Source: an optimization exercise on an open RTL-to-GDS flow (aim: small area). Production flows keep margins and buffers that such runs may drop.
At most, simulation tests tie the RTL to the original design; equivalence was not proved.
Power figures rest on the tool's default switching activity, not on a simulated workload.

== beta ==
// voices
module voices (
    input  logic        clk,
    input  logic        rst_n,
    input  logic        sample_strobe,
    input  logic [63:0] freq_in,
    input  logic [47:0] pulse_width_in,
    input  logic [31:0] wave_ctrl_in,
    input  logic [15:0] attack_in,
    input  logic [15:0] decay_in,
    input  logic [15:0] sustain_in,
    input  logic [15:0] release_in,
    output logic [15:0] left_out,
    output logic [15:0] right_out
);
logic [6:0] t;           
logic       run;         
logic [2:0] kb;          
logic       fresh;       
wire [4:0] u = t[4:0];
function automatic logic win(input logic [4:0] x, input integer lo, input integer hi);
    logic [31:0] m;
    integer k;
    for (k = 0; k < 32; k = k + 1) m[k] = (k >= lo) && (k <= hi);
    win = m[x];
endfunction
wire last = run & (kb == 3'd6) & (u == 5'd5);
logic b1, b2, b3;
always_comb begin
    case (kb)
        3'd1:    {b1, b2, b3} = {run, 1'b0, 1'b0};
  ...
Size: about 1,200 cells after synthesis, about 320 flip-flops, ~11,000 µm² of cells after synthesis.
clock: 20.0 ns
lec_check: 0
abc_area: 1
cap_margin: 20
core_margin: 2
core_utilization: 40
slew_margin: 20
standard.sh (not shown) runs the stock make flow with config.mk's settings and CLKGATE_MAP_FILE= SYNTH_SCRIPT=/design/flow/synth_recipe.tcl, a recipe that flattens the netlist after the stock synthesis.
==> flow/flow/run.sh <==
#!/bin/bash
# Standard ORFS layout with three changes:
#  - after floorplanning, the logic between the registers is remapped for area
#    (OpenROAD restructure, flow/rmp.tcl),
#  - the port buffers are made of the smallest buffer cell,
#  - the clock tree is built of clkbuf_8 cells without dummy loads.
set -euo pipefail
W=$(pwd)
python3 flow/dontuse_lib.py "$FLOW_HOME/platforms/sky130hd/config.mk" \
  "$FLOW_HOME/platforms/sky130hd/lib/sky130_fd_sc_hd__tt_025C_1v80.lib" "$W/rmp.lib" > dontuse_lib.log 2>&1
export RMP_LIB="$W/rmp.lib"
export POST_FLOORPLAN_TCL="$W/flow/rmp.tcl"
export BUFFER_PORTS_ARGS="-buffer_cell sky130_fd_sc_hd__buf_1"
export CTS_ARGS="-sink_clustering_enable -repair_clock_nets -buf_list sky130_fd_sc_hd__clkbuf_8 -sink_clustering_size 18 -sink_clustering_max_diameter 60 -dont_use_dummy_load"
bash standard.sh finish > standard.log 2>&1
Other scripts of this flow, unchanged in this note and not shown: flow/flow/dontuse_lib.py, flow/flow/rmp.tcl
Every stage of the flow completed for beta, and the final layout passed the timing, DRC and antenna checks.
Edits applied to the flow inputs when going from beta to delta:
--- a/flow/design.v
+++ b/flow/design.v
@@ -131,52 +131,52 @@
         4'd12: dr_k = 13'd561;
         4'd13: dr_k = 13'd1687;
         4'd14: dr_k = 13'd2811;
         default: dr_k = 13'd4499;
     endcase
 endfunction
-function automatic logic [511:0] ktab2();
-    logic [511:0] m;
+function automatic logic [255:0] ktab(input logic dr);
+    logic [255:0] m;
     logic [12:0]  k;
-    integer c, b, d;
-    for (d = 0; d < 2; d = d + 1)
+    integer c, b;
     for (c = 0; c < 16; c = c + 1) begin
-        k = d ? dr_k(c[3:0]) : attack_k(c[3:0]);
+        k = dr ? dr_k(c[3:0]) : attack_k(c[3:0]);
         for (b = 0; b < 16; b = b + 1)
-            m[d*256 + c*16 + b] = (b >= 3) ? k[b - 3] : 1'b0;
+            m[c*16 + b] = (b >= 3) ? k[b - 3] : 1'b0;
     end
-    ktab2 = m;
+    ktab = m;
 endfunction
-localparam logic [511:0] KT = ktab2();
-wire [3:0] kc   = st[0] ? (st[2] ? dec_v : rel_v) : att_v;
-wire       kbit = KT[{st[0], kc, u[3:0]}];
-wire cmpv  = cmpe ^ ~st[0];
+localparam logic [255:0] KATT = ktab(1'b0);
+localparam logic [255:0] KDR  = ktab(1'b1);
+wire [3:0] drc  = st[2] ? dec_v : rel_v;
+wire       kbit = st[0] ? KDR[{drc, u[3:0]}] : KATT[{att_v, u[3:0]}];
 wire gp    = st[2];
 wire nogt  = ~(gate ^ gp);                  
-wire clr   = ~nogt | ge | cmpv;             
-wire step  = nogt & ~cmpv & ge & (st[0] | (st[2] & ~st[1]));
+wire clr   = ~nogt | ge | cmpe;             
+wire step  = nogt & ~cmpe & ge & (st[0] | (st[2] & ~st[1]));
 wire inc   = step & ~st[0];
 wire setss = nogt & st[1];
 logic [2:0] nst;
 always_comb begin
-    if (!gp) nst = gate ? 3'b100 : ((st[0] & ~cmpv) ? 3'b001 : 3'b000);
+    if (!gp) nst = gate ? 3'b100 : ((st[0] & ~cmpe) ? 3'b001 : 3'b000);
     else if (!gate) nst = 3'b001;
     else if (st[1]) nst = 3'b110;
-    else nst = cmpv ? (st[0] ? 3'b110 : 3'b101) : st;
+    else nst = cmpe ? (st[0] ? 3'b110 : 3'b101) : st;
 end
 wire gef = (u == 5'd3) ? 1'b1 : ge;
 wire cef = (u == 5'd8) ? 1'b1 : cmpe;
-wire cx  = st[0] ? (st[2] & ss) : (u[2:0] != 3'd0);
 wire cyc_i = (u == 5'd19) ? 1'b1 : cyc;
 wire cye_i = (u == 5'd16) ? 1'b1 : cye;
 always_ff @(posedge clk) begin
     if (b1 & (u == 5'd2)) st <= {y0, y1, y2};
     if (b1 & win(u, 3, 15))
         ge <= (y0 & ~kbit) | (y0 & gef) | (~kbit & gef);
     if (b1 & win(u, 8, 15))
-        cmpe <= (~x8 & cx) | (~x8 & cef) | (cx & cef);
+        cmpe <= ~st[0] ? (cef & x8) :
+                st[2]  ? ((~x8 & ss) | (~x8 & cef) | (ss & cef)) :
+                         (cef & ~x8);
     cyc <= cyc_i & y16;
     cye <= cye_i & ~(x16 ^ inc);
 end
 always_comb begin
     yin17 = Y[16];
     if (b1 & win(u, 16, 18))
@@ -300,11 +300,12 @@
 wire mixw  = (b2 & win(u, 20, 31)) | (b3 & win(u, 0, 5));
 wire first = (kb == 3'd2) | ((kb == 3'd3) & win(u, 0, 5));
 wire mm    = ~first & mix[0];
 wire mci   = (u == 5'd20) ? 1'b0 : mc;
 always_ff @(posedge clk) begin
     mc <= (pbit & mm) | (pbit & mci) | (mm & mci);
-    if (mixw) mix <= {pbit ^ mm ^ mci, mix[17:1]};
+    if (!rst_n) mix[17:2] <= 16'h0;
+    else if (mixw) mix <= {pbit ^ mm ^ mci, mix[17:1]};
 end
-assign left_out  = mix[17:2] & {16{~fresh}};
-assign right_out = mix[17:2] & {16{~fresh}};
+assign left_out  = mix[17:2];
+assign right_out = mix[17:2];
 endmodule
Results
- Diff beta -> delta | power attributed to the clock group | decrease of about 1%
- Comparing beta with delta, the overall routing resource usage came out essentially unchanged.
- Against beta, floorplan die area in delta came out better.
- delta: required time of the critical path 0.06 ns above beta
- Between beta and delta, critical path arrival is lower for beta, delta comes in above that.
- [delta] final total power fell 0.74% relative to beta
- beta → delta: number of synthesized flops with an enable pin lost about 37%, routing usage on met3 lost 0.17 points, largest net degree at the start of global routing lost 4.5%, part of the cycle the worst path needs picked up an extra 0.16 points, number of antenna violations at the first check in global routing picked up an extra 2.
- beta -> delta: met1 track demand over resource flat
- For final cell count without fillers, delta and beta come out practically identical.
- When delta is measured against beta, its post-synth design cell area turns out 1.0% lower.
Only the layout flow was run in beta; the RTL was not checked for function there.


voices, a different RTL version from the one above (not shown whole).
Size: ~1,200 cells after synthesis, roughly 320 flip-flops, about 240 I/O pins.
Design voices, start of the top module:
module voices (
    input  logic        clk,
    input  logic        rst_n,
    input  logic        sample_strobe,
    input  logic [63:0] freq_in,
    input  logic [47:0] pulse_width_in,
    input  logic [31:0] wave_ctrl_in,
    input  logic [15:0] attack_in,
    input  logic [15:0] decay_in,
    input  logic [15:0] sustain_in,
    input  logic [15:0] release_in,
    output logic [15:0] left_out,
    output logic [15:0] right_out
);
export LEC_CHECK = 0
export ABC_AREA = 1
export CAP_MARGIN = 20
export CORE_MARGIN = 2
export CORE_UTILIZATION = 40
export SLEW_MARGIN = 20
create_clock -name core_clock -period 20.0 [get_ports {clk}]
==> flow/flow/dontuse_lib.py <==
"""Copy a liberty file without the cells the platform marks don't-use.

usage: dontuse_lib.py PLATFORM_CONFIG_MK IN_LIB OUT_LIB
"""
import re
import sys

cfg, src, dst = sys.argv[1:4]
text = open(cfg).read()
m = re.search(r"export DONT_USE_CELLS \+= \\\n((?:.*\\\n)*.*\n)", text)
names = set(re.findall(r"sky130_\w+", m.group(1)))
lib = open(src).read()
out = []
pos = 0
dropped = 0
for cm in re.finditer(r'\n\s*cell\s*\(\s*"?(\w+)"?\s*\)\s*\{', lib):
    if cm.group(1) not in names or cm.start() < pos:
        continue
    # find the matching closing brace
    depth = 0
    i = cm.end() - 1
    while True:
        c = lib[i]
        if c == "{":
            depth += 1
        elif c == "}":
            depth -= 1
            if depth == 0:
                break
        i += 1
    out.append(lib[pos:cm.start()])
    pos = i + 1
    dropped += 1
out.append(lib[pos:])
open(dst, "w").write("".join(out))
print(f"dropped {dropped} of {len(names)} don't-use cells")
==> flow/flow/rmp.tcl <==
# Area recovery on the synthesized logic, after floorplanning (POST_FLOORPLAN_TCL).
# The registers are left as they are; only the logic between them is remapped,
# with a liberty file that leaves out the platform's don't-use cells.
restructure -liberty_file $::env(RMP_LIB) -target area \
  -tielo_port sky130_fd_sc_hd__conb_1/LO -tiehi_port sky130_fd_sc_hd__conb_1/HI \
  -work_dir $::env(OBJECTS_DIR) -abc_logfile $::env(LOG_DIR)/2_1_restructure_abc.log
Scripts as last shown in full above: flow/flow/run.sh
Edit:
--- a/flow/design.v
+++ b/flow/design.v
@@ -145,39 +145,39 @@
     end
     ktab = m;
 endfunction
 localparam logic [255:0] KATT = ktab(1'b0);
 localparam logic [255:0] KDR  = ktab(1'b1);
 wire [3:0] drc  = st[2] ? dec_v : rel_v;
 wire       kbit = st[0] ? KDR[{drc, u[3:0]}] : KATT[{att_v, u[3:0]}];
-wire cmpv  = cmpe ^ ~st[0];
 wire gp    = st[2];
 wire nogt  = ~(gate ^ gp);                  
-wire clr   = ~nogt | ge | cmpv;             
-wire step  = nogt & ~cmpv & ge & (st[0] | (st[2] & ~st[1]));
+wire clr   = ~nogt | ge | cmpe;             
+wire step  = nogt & ~cmpe & ge & (st[0] | (st[2] & ~st[1]));
 wire inc   = step & ~st[0];
 wire setss = nogt & st[1];
 logic [2:0] nst;
 always_comb begin
-    if (!gp) nst = gate ? 3'b100 : ((st[0] & ~cmpv) ? 3'b001 : 3'b000);
+    if (!gp) nst = gate ? 3'b100 : ((st[0] & ~cmpe) ? 3'b001 : 3'b000);
     else if (!gate) nst = 3'b001;
     else if (st[1]) nst = 3'b110;
-    else nst = cmpv ? (st[0] ? 3'b110 : 3'b101) : st;
+    else nst = cmpe ? (st[0] ? 3'b110 : 3'b101) : st;
 end
 wire gef = (u == 5'd3) ? 1'b1 : ge;
 wire cef = (u == 5'd8) ? 1'b1 : cmpe;
-wire cx  = st[0] ? (st[2] & ss) : (u[2:0] != 3'd0);
 wire cyc_i = (u == 5'd19) ? 1'b1 : cyc;
 wire cye_i = (u == 5'd16) ? 1'b1 : cye;
 always_ff @(posedge clk) begin
     if (b1 & (u == 5'd2)) st <= {y0, y1, y2};
     if (b1 & win(u, 3, 15))
         ge <= (y0 & ~kbit) | (y0 & gef) | (~kbit & gef);
     if (b1 & win(u, 8, 15))
-        cmpe <= (~x8 & cx) | (~x8 & cef) | (cx & cef);
+        cmpe <= ~st[0] ? (cef & x8) :
+                st[2]  ? ((~x8 & ss) | (~x8 & cef) | (ss & cef)) :
+                         (cef & ~x8);
     cyc <= cyc_i & y16;
     cye <= cye_i & ~(x16 ^ inc);
 end
 always_comb begin
     yin17 = Y[16];
     if (b1 & win(u, 16, 18))
         yin17 = (u[1:0] == 2'd0) ? nst[0] : (u[1:0] == 2'd1) ? nst[1] : nst[2];
Result: Sequential power stays flat; non-clock buffer count rose by 4; fmax is higher slightly; worst setup slack gets better by 76 ps; cell area hardly moves; global-route usage climbs by 3.1 points; first-iteration DRC count shrinks by a few percent; power grows slightly.
Function not checked in the first run of this note: the RTL went through the layout flow alone.


Starting RTL as in the previous note.
Settings: LEC_CHECK=0, ABC_AREA=1, CAP_MARGIN=20, CORE_MARGIN=2, CORE_UTILIZATION=40, SLEW_MARGIN=20; clock period 20.0 ns.
==> flow/flow/rmp.tcl <==
# Area recovery on the synthesized logic, after floorplanning (POST_FLOORPLAN_TCL).
# The registers are left as they are; only the logic between them is remapped,
# with a liberty file that leaves out the platform's don't-use cells.
restructure -liberty_file $::env(RMP_LIB) -target area \
  -tielo_port sky130_fd_sc_hd__conb_1/LO -tiehi_port sky130_fd_sc_hd__conb_1/HI \
  -work_dir $::env(OBJECTS_DIR) -abc_logfile $::env(LOG_DIR)/2_1_restructure_abc.log
restructure -liberty_file $::env(RMP_LIB) -target area \
  -tielo_port sky130_fd_sc_hd__conb_1/LO -tiehi_port sky130_fd_sc_hd__conb_1/HI \
  -work_dir $::env(OBJECTS_DIR) -abc_logfile $::env(LOG_DIR)/2_1_restructure2_abc.log
Scripts as last shown in full above: flow/flow/run.sh, flow/flow/dontuse_lib.py
==> next run, changes <==
--- a/flow/design.v
+++ b/flow/design.v
@@ -140,49 +140,49 @@
     integer c, b;
     for (c = 0; c < 16; c = c + 1) begin
         k = dr ? dr_k(c[3:0]) : attack_k(c[3:0]);
         for (b = 0; b < 16; b = b + 1)
             m[c*16 + b] = (b >= 3) ? k[b - 3] : 1'b0;
     end
     ktab = m;
 endfunction
 localparam logic [255:0] KATT = ktab(1'b0);
 localparam logic [255:0] KDR  = ktab(1'b1);
 wire [3:0] drc  = st[2] ? dec_v : rel_v;
 wire       kbit = st[0] ? KDR[{drc, u[3:0]}] : KATT[{att_v, u[3:0]}];
-wire cmpv  = cmpe ^ ~st[0];
 wire gp    = st[2];
 wire nogt  = ~(gate ^ gp);                  
-wire clr   = ~nogt | ge | cmpv;             
-wire step  = nogt & ~cmpv & ge & (st[0] | (st[2] & ~st[1]));
+wire clr   = ~nogt | ge | cmpe;             
+wire step  = nogt & ~cmpe & ge & (st[0] | (st[2] & ~st[1]));
 wire inc   = step & ~st[0];
 wire setss = nogt & st[1];
 logic [2:0] nst;
 always_comb begin
-    if (!gp) nst = gate ? 3'b100 : ((st[0] & ~cmpv) ? 3'b001 : 3'b000);
+    if (!gp) nst = gate ? 3'b100 : ((st[0] & ~cmpe) ? 3'b001 : 3'b000);
     else if (!gate) nst = 3'b001;
     else if (st[1]) nst = 3'b110;
-    else nst = cmpv ? (st[0] ? 3'b110 : 3'b101) : st;
+    else nst = cmpe ? (st[0] ? 3'b110 : 3'b101) : st;
 end
 wire gef = (u == 5'd3) ? 1'b1 : ge;
 wire cef = (u == 5'd8) ? 1'b1 : cmpe;
-wire cx  = st[0] ? (st[2] & ss) : (u[2:0] != 3'd0);
 wire cyc_i = (u == 5'd19) ? 1'b1 : cyc;
 wire cye_i = (u == 5'd16) ? 1'b1 : cye;
 always_ff @(posedge clk) begin
     if (b1 & (u == 5'd2)) st <= {y0, y1, y2};
     if (b1 & win(u, 3, 15))
         ge <= (y0 & ~kbit) | (y0 & gef) | (~kbit & gef);
     if (b1 & win(u, 8, 15))
-        cmpe <= (~x8 & cx) | (~x8 & cef) | (cx & cef);
+        cmpe <= ~st[0] ? (cef & x8) :
+                st[2]  ? ((~x8 & ss) | (~x8 & cef) | (ss & cef)) :
+                         (cef & ~x8);
     cyc <= cyc_i & y16;
     cye <= cye_i & ~(x16 ^ inc);
 end
 always_comb begin
     yin17 = Y[16];
     if (b1 & win(u, 16, 18))
         yin17 = (u[1:0] == 2'd0) ? nst[0] : (u[1:0] == 2'd1) ? nst[1] : nst[2];
     else if (b1 & win(u, 19, 31))
         yin17 = ~clr & (y16 ^ cyc_i);
 end
 always_comb begin
     xin17 = X[16];
What happened:
- The changed run went through all stages and came out clean
- area after synthesis rises by 1.0%
- sequential power barely changes
- utilization shrinks by 0.58 points
- cell area decreases by about 0.8%
- routed wire length grows by about 0.4%
- fmax came out higher by 1.7%
- sequential share of layout area went up by 0.47 points
- register-to-register slack got worse by 1200 ps
- global-route usage goes down by 0.24 points
- critical path depth drops by 1
For the first run of this note, only the layout was checked, not whether the RTL still works.

-- afterwards: timing with drivers on the ports --
In the flow no input, the clock included, has a driving cell. The finished layouts below were timed again as built, in two steps. Step 1 sets driving cells, clkbuf_16 on the clock port and buf_2 on the other inputs (assumed; they add their load-dependent delay and slew). Step 2 also shifts input and output timing later by t, the mid clock arrival at the registers, as if the neighbouring blocks saw the same clock. Slacks: ideal / step 1 / step 2; pairs: ideal / step 1.
run | t, ns | setup WS [ns] | clock arrival spread, ns | slew at the worst register clock pin (ns) | worst data-port slew with drivers (ns)
beta | 0.534 | 11.708 / 11.724 / 11.190 | 0.093 / 0.094 | 0.11 / 0.11 | 0.07
delta | 0.561 | 11.677 / 11.693 / 11.131 | 0.049 / 0.049 | 0.10 / 0.10 | 0.09
the first run of note 2 | 0.538 | 11.076 / 11.091 / 10.552 | 0.096 / 0.097 | 0.11 / 0.11 | 0.12
the second run of note 2 | 0.544 | 11.152 / 11.162 / 10.618 | 0.081 / 0.082 | 0.10 / 0.10 | 0.07
the first run of note 3 | 0.541 | 11.471 / 11.492 / 10.950 | 0.071 / 0.071 | 0.11 / 0.11 | 0.08
the second run of note 3 | 0.544 | 11.612 / 11.628 / 11.084 | 0.047 / 0.048 | 0.10 / 0.10 | 0.06
After both steps setup and hold are still met in every run listed. For delta, which loses most, drivers alone change the setup slack by +0.016 ns; drivers and shift together by -0.546 ns.
